What follows belongs to an exercise in optimizing a design on an open flow for small area, a short achievable clock period and few clock cycles per item; a production flow would make more cautious choices.
Where RTL was checked, it was by simulation tests only, not by an equivalence proof against the original.
No activity file was given, so power comes from the tool's default toggle rates.

## alpha
==> flow/design.v (excerpt) <==
module cordic_multiply #(
    parameter WL = 16,
    parameter FL = 14,
    parameter N_ITER = 15
)(
    input  wire                 clk,
    input  wire                 rst_n,
    input  wire                 start,
    input  wire signed [WL-1:0] in1,
    input  wire signed [WL-1:0] in2,
    output wire signed [WL-1:0] out,
    output reg                  done
);
==> flow/config.mk <==
export PLATFORM = sky130hd
export DESIGN_NAME = cordic_multiply
export DESIGN_NICKNAME = cordic_multiply
export VERILOG_FILES = /design/flow/design.v
export SDC_FILE = /design/flow/constraint.sdc
export NUM_CORES = 4
export LEC_CHECK = 0
export CAP_MARGIN = 20
export CORE_MARGIN = 2
export CORE_UTILIZATION = 40
export CTS_BUF_LIST = sky130_fd_sc_hd__clkbuf_4
export SETUP_SLACK_MARGIN = 2.9
export SLEW_MARGIN = 20
export SYNTH_HIERARCHICAL = 1
export SYNTH_MINIMUM_KEEP_SIZE = 0
==> flow/constraint.sdc <==
create_clock -name core_clock -period 7.0 [get_ports {clk}]
set_input_delay 1.4000 -clock core_clock [delete_from_list [all_inputs] [get_ports {clk}]]
set_output_delay 1.4000 -clock core_clock [all_outputs]
set_load 0.01 [all_outputs]
standard.sh (not shown) runs the stock make flow with config.mk's settings and CLKGATE_MAP_FILE= SYNTH_SCRIPT=/design/flow/synth_recipe.tcl, a recipe that flattens the netlist after the stock synthesis.
==> flow/flow/run.sh <==
#!/bin/bash
# Layout flow: the standard flow (standard.sh, unchanged synthesis and
# steps), except that the port buffers are the platform's smallest buffer
# (buf_1) instead of the default pick; repair_design still resizes them where
# a load needs it.  The full output goes to standard.log in this folder.
set -euo pipefail
export BUFFER_PORTS_ARGS="-buffer_cell sky130_fd_sc_hd__buf_1"
bash standard.sh > standard.log 2>&1
alpha: PASS, flow complete, no timing, DRC or antenna violations
[inputs] beta vs alpha
Settings: SETUP_SLACK_MARGIN changed from 2.9 to 3.1.
### Flow results
- alpha closes out successfully: all stages finished, all timing, DRC and antenna checks passed.
- beta | stages: all done | timing, DRC, antenna: all pass
- Changes observed in beta relative to alpha: fmax went down by 1.0%, relative contribution of the clock network to total power went down by 0.4 points, combined buffer and inverter count along the critical path went down by 1, post-DP HPWL went up by 1.2%.
- Re number of fill cells in the layout: beta and alpha aren't equal, and the lower value belongs to beta.
- Setup WNS alpha -> beta: worse
- A capture point of the worst path of out[13] is what beta shows, while out[15] belongs to alpha.
Function was not checked in any run of this note: the RTL went through the layout flow alone.

========
Another version of the RTL of cordic_multiply (not shown whole).
For scale: ~430 cells after synthesis, ~36 flip-flops, ~0.0046 mm2 of cells after synthesis.
Settings: LEC_CHECK=0, CAP_MARGIN=20, CORE_MARGIN=2, CORE_UTILIZATION=40, CTS_BUF_LIST=sky130_fd_sc_hd__clkbuf_4, SETUP_SLACK_MARGIN=2.9, SLEW_MARGIN=20, SYNTH_HIERARCHICAL=1, SYNTH_MINIMUM_KEEP_SIZE=0; clock period 7.0 ns.
Scripts as last shown in full above: flow/flow/run.sh
Testbench counts at the start, summed over its fixed seeds: cycles 1,608, items 1,600.
Next try:
Settings changed: SETUP_SLACK_MARGIN 2.9 to 2.8.
Effect: Design area is lower by 2.2%; total power is lower by 6.1%; sequential power is lower by about 1%.
Next try:
Settings changed: SETUP_SLACK_MARGIN 2.8 to 3.3.
Result:
- combinational power climbs by a quarter to a third
- synthesized cell count stays the same
- maximum frequency increases by a few percent
Next try:
Settings changed: ABC_CLOCK_PERIOD_IN_PS set to 1500, PLACE_DENSITY set to 0.75, SETUP_SLACK_MARGIN 3.3 to 2.9.
First-iteration DRC count goes down by about 1.1%.
Utilization drops by 4.5 points.
Setup slack gets worse by 0.056 ns.
Design area went down by 9.2%.
Die area stays the same.
Global-route usage went down by 1.6 points.
Next try:
Settings changed: ABC_CLOCK_PERIOD_IN_PS 1500 to unset, PLACE_DENSITY 0.75 to unset, SETUP_SLACK_MARGIN 2.9 to 3.0.
Effect: Global-route usage goes up by 0.80 points; die area stays the same; synthesized cell count is unchanged; power came out higher by 13%; area after synthesis is unchanged; setup slack gets better by 0.0061 ns.

========
main:
cordic_multiply, a different RTL version from the one above (not shown whole).
Size in the first run: ~420 cells after synthesis, roughly 52 I/O pins.
// cordic_multiply
module cordic_multiply #(
    parameter WL = 16,
    parameter FL = 14,
    parameter N_ITER = 15
)(
    input  wire                 clk,
    input  wire                 rst_n,
    input  wire                 start,
    input  wire signed [WL-1:0] in1,
    input  wire signed [WL-1:0] in2,
    output wire signed [WL-1:0] out,
    output reg                  done
);
export LEC_CHECK = 0
export CAP_MARGIN = 20
export CORE_MARGIN = 2
export CORE_UTILIZATION = 40
export CTS_BUF_LIST = sky130_fd_sc_hd__clkbuf_4
export SETUP_SLACK_MARGIN = 2.5
export SLEW_MARGIN = 20
export SYNTH_HIERARCHICAL = 1
export SYNTH_MINIMUM_KEEP_SIZE = 0
create_clock -name core_clock -period 7.0 [get_ports {clk}]
==> flow/flow/run.sh <==
#!/bin/bash
# Layout flow: the standard flow (standard.sh, unchanged synthesis and
# steps), except that
#  - the port buffers are the platform's smallest buffer (buf_1) instead of
#    the default pick; repair_design still resizes them where a load needs it;
#  - clock tree synthesis clusters all sinks under one leaf level and adds no
#    dummy loads.
# The full output goes to standard.log in this folder.
set -euo pipefail
export BUFFER_PORTS_ARGS="-buffer_cell sky130_fd_sc_hd__buf_1"
export CTS_ARGS="-sink_clustering_enable -repair_clock_nets -buf_list sky130_fd_sc_hd__clkbuf_4 -sink_clustering_size 16 -dont_use_dummy_load"
bash standard.sh > standard.log 2>&1
Testbench counts of main, summed over its fixed seeds: cycles 1,608, items 1,600.
[inputs] the feature branch vs main
- an added PLACE_DENSITY of 0.75
- a change of SETUP_SLACK_MARGIN from 2.5 to 2.9
==> flow/flow/run.sh <==
#!/bin/bash
# Layout flow: the standard flow (standard.sh, unchanged synthesis and
# steps), except that the port buffers are the platform's smallest buffer
# (buf_1) instead of the default pick; repair_design still resizes them where
# a load needs it.  The full output goes to standard.log in this folder.
set -euo pipefail
export BUFFER_PORTS_ARGS="-buffer_cell sky130_fd_sc_hd__buf_1"
bash standard.sh > standard.log 2>&1
--- outcome ---
Comparing the feature branch against main, there is no change at all in vertical die dimension.
Summary of the feature branch over main: non-clock buffer count in the final layout moved up; post-route standard cell area excluding fillers moved up; share of total power consumed by net switching moved down.
Compared with main, in the feature branch proportion of cell area spent on the clock network rose by 0.24 points; required time of the critical path increased 20 ps; reported combinational group power climbed about 4%; sequential fraction of total cell area lower; share of the core filled with cells in the final layout climbed 4.1 points.
Lower share of final layout cell area taken by non-clock buffers goes to main over the feature branch.
The feature branch leaves more setup margin than main.

========
Another version of the RTL of cordic_multiply (not shown whole).
Size: ~440 cells after synthesis, roughly 32 flip-flops, ~52 I/O pins.
clock: 7.0 ns
lec_check: 0
cap_margin: 20
core_margin: 2
core_utilization: 40
cts_buf_list: sky130_fd_sc_hd__clkbuf_4
setup_slack_margin: 2.8
slew_margin: 20
synth_hierarchical: 1
synth_minimum_keep_size: 0
==> flow/flow/run.sh <==
#!/bin/bash
# Layout flow: the standard flow (standard.sh, unchanged synthesis and
# steps), except that the port buffers are the platform's smallest buffer
# (buf_1) instead of the default pick; repair_design still resizes them where
# a load needs it.  The full output goes to standard.log in this folder.
set -euo pipefail
export BUFFER_PORTS_ARGS="-buffer_cell sky130_fd_sc_hd__buf_1"
bash standard.sh > standard.log 2>&1
Change:
- SETUP_SLACK_MARGIN: 2.8 -> 2.5
Routed wire length went down by about 2.4%; sequential share of layout area went up by 0.66 points; critical path depth stays the same; setup slack gets worse by 160 ps; die area does not change; first-iteration DRC count went up by 20%; total power went down by about 2.3%; utilization went down by 2.3 points; worst hold slack gets worse by 7.7 ps.
Change:
--- a/flow/flow/run.sh
+++ b/flow/flow/run.sh
@@ -7 +7 @@
-export BUFFER_PORTS_ARGS="-buffer_cell sky130_fd_sc_hd__buf_1"
+export BUFFER_PORTS_ARGS="-buffer_cell sky130_fd_sc_hd__buf_2"
Result: Maximum frequency grows by 0.56%; count of clock-buffer cells in the layout grows by 1; final cell count does not change; final area grows by 0.98%; clock power grows by about 7%; power grows by 3.2%; synthesized area stays the same; die area stays the same; sequential share of layout area shrinks by 0.13 points.
No functional check of the RTL was part of any run of this note.

========
== run A ==
cordic_multiply with an RTL version that a note above also has.
Size: ~430 cells after synthesis, ~52 I/O pins.
==> flow/config.mk <==
export PLATFORM = sky130hd
export DESIGN_NAME = cordic_multiply
export DESIGN_NICKNAME = cordic_multiply
export VERILOG_FILES = /design/flow/design.v
export SDC_FILE = /design/flow/constraint.sdc
export NUM_CORES = 4
export LEC_CHECK = 0
export CAP_MARGIN = 20
export CORE_MARGIN = 2
export CORE_UTILIZATION = 40
export CTS_BUF_LIST = sky130_fd_sc_hd__clkbuf_4
export SETUP_SLACK_MARGIN = 2.85
export SLEW_MARGIN = 20
export SYNTH_HIERARCHICAL = 1
export SYNTH_MINIMUM_KEEP_SIZE = 0
==> flow/constraint.sdc <==
create_clock -name core_clock -period 7.0 [get_ports {clk}]
set_input_delay 1.4000 -clock core_clock [delete_from_list [all_inputs] [get_ports {clk}]]
set_output_delay 1.4000 -clock core_clock [all_outputs]
set_load 0.01 [all_outputs]
==> flow/flow/run.sh <==
#!/bin/bash
# Layout flow: the standard flow (standard.sh, unchanged synthesis and
# steps), except that the port buffers are the platform's smallest buffer
# (buf_1) instead of the default pick; repair_design still resizes them where
# a load needs it.  The full output goes to standard.log in this folder.
set -euo pipefail
export BUFFER_PORTS_ARGS="-buffer_cell sky130_fd_sc_hd__buf_1"
bash standard.sh > standard.log 2>&1
Testbench counts of run A, summed over its fixed seeds: cycles 1,608, items 1,600.
--- input diff run A..run B ---
-- flow/config.mk --
<<< run A, line 8
export CAP_MARGIN = 20
export CORE_MARGIN = 2
export CORE_UTILIZATION = 40
export CTS_BUF_LIST = sky130_fd_sc_hd__clkbuf_4
export SETUP_SLACK_MARGIN = 2.85
export SLEW_MARGIN = 20
export SYNTH_HIERARCHICAL = 1
>>> run B, line 8
export CAP_MARGIN = 20
export CORE_MARGIN = 2
export CORE_UTILIZATION = 50
export CTS_BUF_LIST = sky130_fd_sc_hd__clkbuf_4
export PLACE_DENSITY = 0.75
export SETUP_SLACK_MARGIN = 2.9
export SLEW_MARGIN = 20
export SYNTH_HIERARCHICAL = 1
Findings:
Run B | stages: all done | timing, DRC, antenna: all pass. The number of gates given a new drive strength after cts in run B sits 1 below the value recorded for run A. Run B against run A: global routing usage on met1 has increased; total power has remained practically unchanged; area of all placed cells without fillers has decreased; final wirelength has decreased. Against run A, run B reports a die area that is lower. On maximum vdd ir drop, the lower figure sits with run B, not run A.
## Diff of input files: run C against run B
-- flow/config.mk --
<<< run B, line 6
export NUM_CORES = 4
export LEC_CHECK = 0
export CAP_MARGIN = 20
export CORE_MARGIN = 2
export CORE_UTILIZATION = 50
export CTS_BUF_LIST = sky130_fd_sc_hd__clkbuf_4
export PLACE_DENSITY = 0.75
>>> run C, line 6
export NUM_CORES = 4
export LEC_CHECK = 0
export ABC_CLOCK_PERIOD_IN_PS = 3000
export CAP_MARGIN = 20
export CORE_MARGIN = 2
export CORE_UTILIZATION = 40
export CTS_BUF_LIST = sky130_fd_sc_hd__clkbuf_4
export PLACE_DENSITY = 0.75
Results
The core of run C is less densely filled than that of run B. [compare] base=run B new=run C: global-route wire length before repair shrank by about 2.3%, die area rose by about 24%, fraction of area in multi-input gates went down 0.57 points. Diff run C..run B | sequential share of layout area | negligible.
--- input diff run C..run D ---
==> flow/config.mk <==
export PLATFORM = sky130hd
export DESIGN_NAME = cordic_multiply
export DESIGN_NICKNAME = cordic_multiply
export VERILOG_FILES = /design/flow/design.v
export SDC_FILE = /design/flow/constraint.sdc
export NUM_CORES = 4
export LEC_CHECK = 0
export CAP_MARGIN = 20
export CORE_MARGIN = 2
export CORE_UTILIZATION = 40
export CTS_BUF_LIST = sky130_fd_sc_hd__clkbuf_4
export PLACE_DENSITY = 0.85
export SETUP_SLACK_MARGIN = 2.9
export SLEW_MARGIN = 20
export SYNTH_HIERARCHICAL = 1
export SYNTH_MINIMUM_KEEP_SIZE = 0
--- outcome ---
- Run D: all stages complete, timing, DRC and antenna checks passed
- Clock-buffer cell count was higher in run C than in run D.
- Between run D and run C, the maximum frequency does not differ in any meaningful way.
- Between run D and run C, it is run D whose area growth from synthesis to layout is higher, by 2.0 points.
- Run C → run D: number of gates resized after cts shows an increase of 1, per-cell via count in the routed design up about 3.6%.
- Row post-route standard cell area excluding fillers: run D higher / run C lower
- Run D vs run C — worst setup slack rose 7.9 ps.
Changes in run E relative to run D:
-- flow/config.mk --
<<< run D, line 10
export CORE_UTILIZATION = 40
export CTS_BUF_LIST = sky130_fd_sc_hd__clkbuf_4
export PLACE_DENSITY = 0.85
export SETUP_SLACK_MARGIN = 2.9
export SLEW_MARGIN = 20
export SYNTH_HIERARCHICAL = 1
>>> run E, line 10
export CORE_UTILIZATION = 40
export CTS_BUF_LIST = sky130_fd_sc_hd__clkbuf_4
export SETUP_SLACK_MARGIN = 2.5
export SLEW_MARGIN = 20
export SYNTH_HIERARCHICAL = 1
--- outcome ---
Run E completed every stage of the flow, and the final layout passed the timing, design-rule and antenna checks. [run E] sequential standard cell area fell 2.5 sq um relative to run D. Largest fanout of any net on the critical path for run E: 10 up relative to run D. Run E and run D ended up with nearly the same synthesized cell area.

========
== job 7252 ==
cordic_multiply again, from the RTL that the note above started with.
clock: 7.0 ns
lec_check: 0
cap_margin: 0
core_margin: 2
core_utilization: 40
cts_buf_list: sky130_fd_sc_hd__clkbuf_4
setup_slack_margin: 2.9
slew_margin: 0
synth_hierarchical: 1
synth_minimum_keep_size: 0
Scripts as last shown in full above: flow/flow/run.sh
Job 7252: done, clean on timing, DRC and antenna
Testbench counts of job 7252, summed over its fixed seeds: cycles 1,608, items 1,600.
Inputs modified between job 7252 and job 3093:
Settings: PLACE_DENSITY now 0.75, previously not set; CAP_MARGIN now 20, was 0; SLEW_MARGIN now 20, was 0.
==> comparison <==
In job 3093, the switching portion of total power came out 1.2 points above the value in job 7252.
Measured against job 3093, the routed wire length of job 7252 comes out at 1.08 times the reference value.
Routing usage on met1, job 3093 and job 7252, higher one = job 7252.
| clock-pin slew of the registers on the worst-case setup and hold paths | job 7252 vs job 3093 | ≈ equal |
Job 3093 vs job 7252: maximum frequency down slightly
Time the final worst path needs with I/O delays and setup (lower): job 7252
Job 3093 ends up with a post-CTS resize count that is 5 lower than in job 7252.
Sort job 3093 and job 7252 by layout-stage area growth over the synthesis result, ascending, and job 3093 comes first.
Inputs modified between job 3093 and job 4444:
Settings: PLACE_DENSITY changed from 0.75 to 0.65.
Re power density over cell area: job 3093 was lower than job 4444. From job 3093 to job 4444 the numbers moved as follows: clock network fraction of design power now larger, sequential share of layout area now smaller. Final instance area sits higher in job 4444 than in job 3093. Comparing job 4444 and job 3093, the higher share of the cycle needed by the critical path after routing was measured on job 4444. Summary of job 4444 over job 3093: via count increased by 115 relative to the old numbers, adder and majority cell fraction of the synthesized area essentially unchanged.
Changes in job 5054 relative to job 4444:
Settings: changing PLACE_DENSITY from 0.65 to 0.75; changing SETUP_SLACK_MARGIN from 2.9 to 2.8.
[summary]
The run with more setup slack is job 4444; job 5054 has less.
| power attributed to the clock group | job 5054 vs job 4444 | better |
Looking at clock-buffer cell count across job 5054 and job 4444, the one that comes out higher is job 5054.
In job 5054 the total power of the final layout turned out 6.3% lower than in job 4444.
Worst max-slew margin expressed relative to the limit, job 5054 and job 4444: smaller value in job 5054
Between job 4444 and job 5054, fraction of standard cell area that is sequential increased.
As of job 5054, first-pass GRT wire length had fallen by a few percent compared to job 4444.
In job 5054, the overall fraction of global-route tracks in use came out 0.93 points below the value in job 4444.
For job 3317, these inputs were changed with respect to job 5054:
Settings: removing PLACE_DENSITY (formerly 0.75); changing SETUP_SLACK_MARGIN from 2.8 to 3.5.
==> results.txt <==
Job 3317 ends up with a post-detailed-route wirelength per cell that is about 8% higher than in job 5054.
Cmp job 3317 vs job 5054: time the worst path needs with I/O delays and setup lower in job 3317
Run comparison: job 3317 category of the most critical setup path register to output port; job 5054 category of the most critical setup path input pin to register
Side by side, sequential share of layout area turned out lower in job 3317 than in job 5054.
When the final numbers for job 5054 and job 3317 were put side by side, the setup slack turned out to be smaller in job 5054.
[compare] base=job 5054 new=job 3317: combinational power higher; total setup buffers inserted after CTS higher; global-route wire length before repair higher; via count higher; proportion of power drawn by flip-flops and latches lower.
Sort job 5054 and job 3317 by reported sequential group power, descending, and job 3317 comes first.
Of job 5054 and job 3317, the lower share of total power consumed by net switching belongs to job 3317.
Input changes introduced in job 1183 (baseline for comparison: job 3317):
Settings: SETUP_SLACK_MARGIN changed from 3.5 to 2.9; PLACE_DENSITY newly set to 0.7.
==> results.txt <==
Result for job 3317 and job 1183: all clean. Compared with job 3317, in job 1183 synthesis-to-finish area growth went down; post-layout utilization of the core decreased by 6.0 points relative to the old numbers; final non-filler cell total dropped 3.8%. Looking at slowest stage cell on the critical path, the fa_1 result is from job 1183; the fa_2 one comes from job 3317. Compared with job 3317, job 1183 shows total routed wirelength that has gone down by a little under 10%. Met2 routing resource usage after global routing (lower): job 1183. Per the comparison of job 1183 with job 3317, final-layout non-clock buffer area share went down by 5.5 points, total global-route track usage shows a reduction of 1.8 points.

## separate check: timing with driven ports
No port has a modelled driver above. Below, the same layouts with a new extraction and two added sets of constraints. Step 1, drivers: a clkbuf_16 drives clk and a buf_2 each remaining input, both assumed. Step 2 adds t to the input delays and takes it off the output delays; t is the mean of the earliest and latest rising clock arrival at the registers after step 1. Input paths then give back, and output paths get back, about the clock's delay inside the block. a / b / c = ideal ports / drivers / drivers and shift; a / b = the first two.
| run | t (ns) | setup slack, ns | hold slack, ns |
|---|---|---|---|
| alpha | 0.356 | 2.871 / 2.844 / 2.606 | 0.806 / 0.801 / 1.158 |
| beta | 0.369 | 2.829 / 2.801 / 2.783 | 0.789 / 0.784 / 1.153 |
| the first run of note 2 | 0.352 | 3.008 / 2.991 / 2.659 | 0.798 / 0.795 / 1.147 |
| the second run of note 2 | 0.344 | 2.839 / 2.837 / 2.493 | 0.809 / 0.807 / 1.151 |
| the third run of note 2 | 0.358 | 3.024 / 2.997 / 2.895 | 0.807 / 0.804 / 1.163 |
| the fourth run of note 2 | 0.338 | 2.968 / 2.966 / 2.628 | 0.815 / 0.818 / 1.156 |
| the fifth run of note 2 | 0.348 | 2.974 / 2.948 / 2.686 | 0.811 / 0.809 / 1.156 |
| main | 0.323 | 2.555 / 2.556 / 2.233 | 0.839 / 0.839 / 1.162 |
| the feature branch | 0.329 | 2.861 / 2.828 / 2.499 | 0.835 / 0.836 / 1.165 |
| the first run of note 4 | 0.344 | 2.719 / 2.714 / 2.370 | 0.830 / 0.827 / 1.171 |
| the second run of note 4 | 0.335 | 2.560 / 2.531 / 2.196 | 0.822 / 0.818 / 1.153 |
| the third run of note 4 | 0.338 | 2.585 / 2.559 / 2.222 | 0.833 / 0.828 / 1.165 |
| run A | 0.344 | 2.924 / 2.924 / 2.580 | 0.806 / 0.805 / 1.149 |
| run B | 0.351 | 2.921 / 2.927 / 2.576 | 0.806 / 0.804 / 1.155 |
| run C | 0.338 | 2.968 / 2.966 / 2.628 | 0.815 / 0.818 / 1.156 |
| run D | 0.352 | 2.976 / 2.954 / 2.610 | 0.794 / 0.797 / 1.149 |
| run E | 0.355 | 2.602 / 2.603 / 2.248 | 0.805 / 0.804 / 1.159 |
| job 7252 | 0.352 | 3.008 / 2.991 / 2.659 | 0.798 / 0.795 / 1.147 |
| job 3093 | 0.338 | 2.968 / 2.966 / 2.628 | 0.815 / 0.818 / 1.156 |
| job 4444 | 0.364 | 2.952 / 2.953 / 2.589 | 0.790 / 0.788 / 1.152 |
| job 5054 | 0.341 | 2.826 / 2.826 / 2.485 | 0.817 / 0.816 / 1.156 |
| job 3317 | 0.344 | 3.075 / 3.051 / 2.833 | 0.812 / 0.810 / 1.154 |
| job 1183 | 0.357 | 2.954 / 2.956 / 2.599 | 0.797 / 0.799 / 1.156 |
After both steps every run listed still meets setup and hold. The setup slack of run D, which loses most, moves by -0.022 ns with the drivers and by -0.366 ns with both steps.
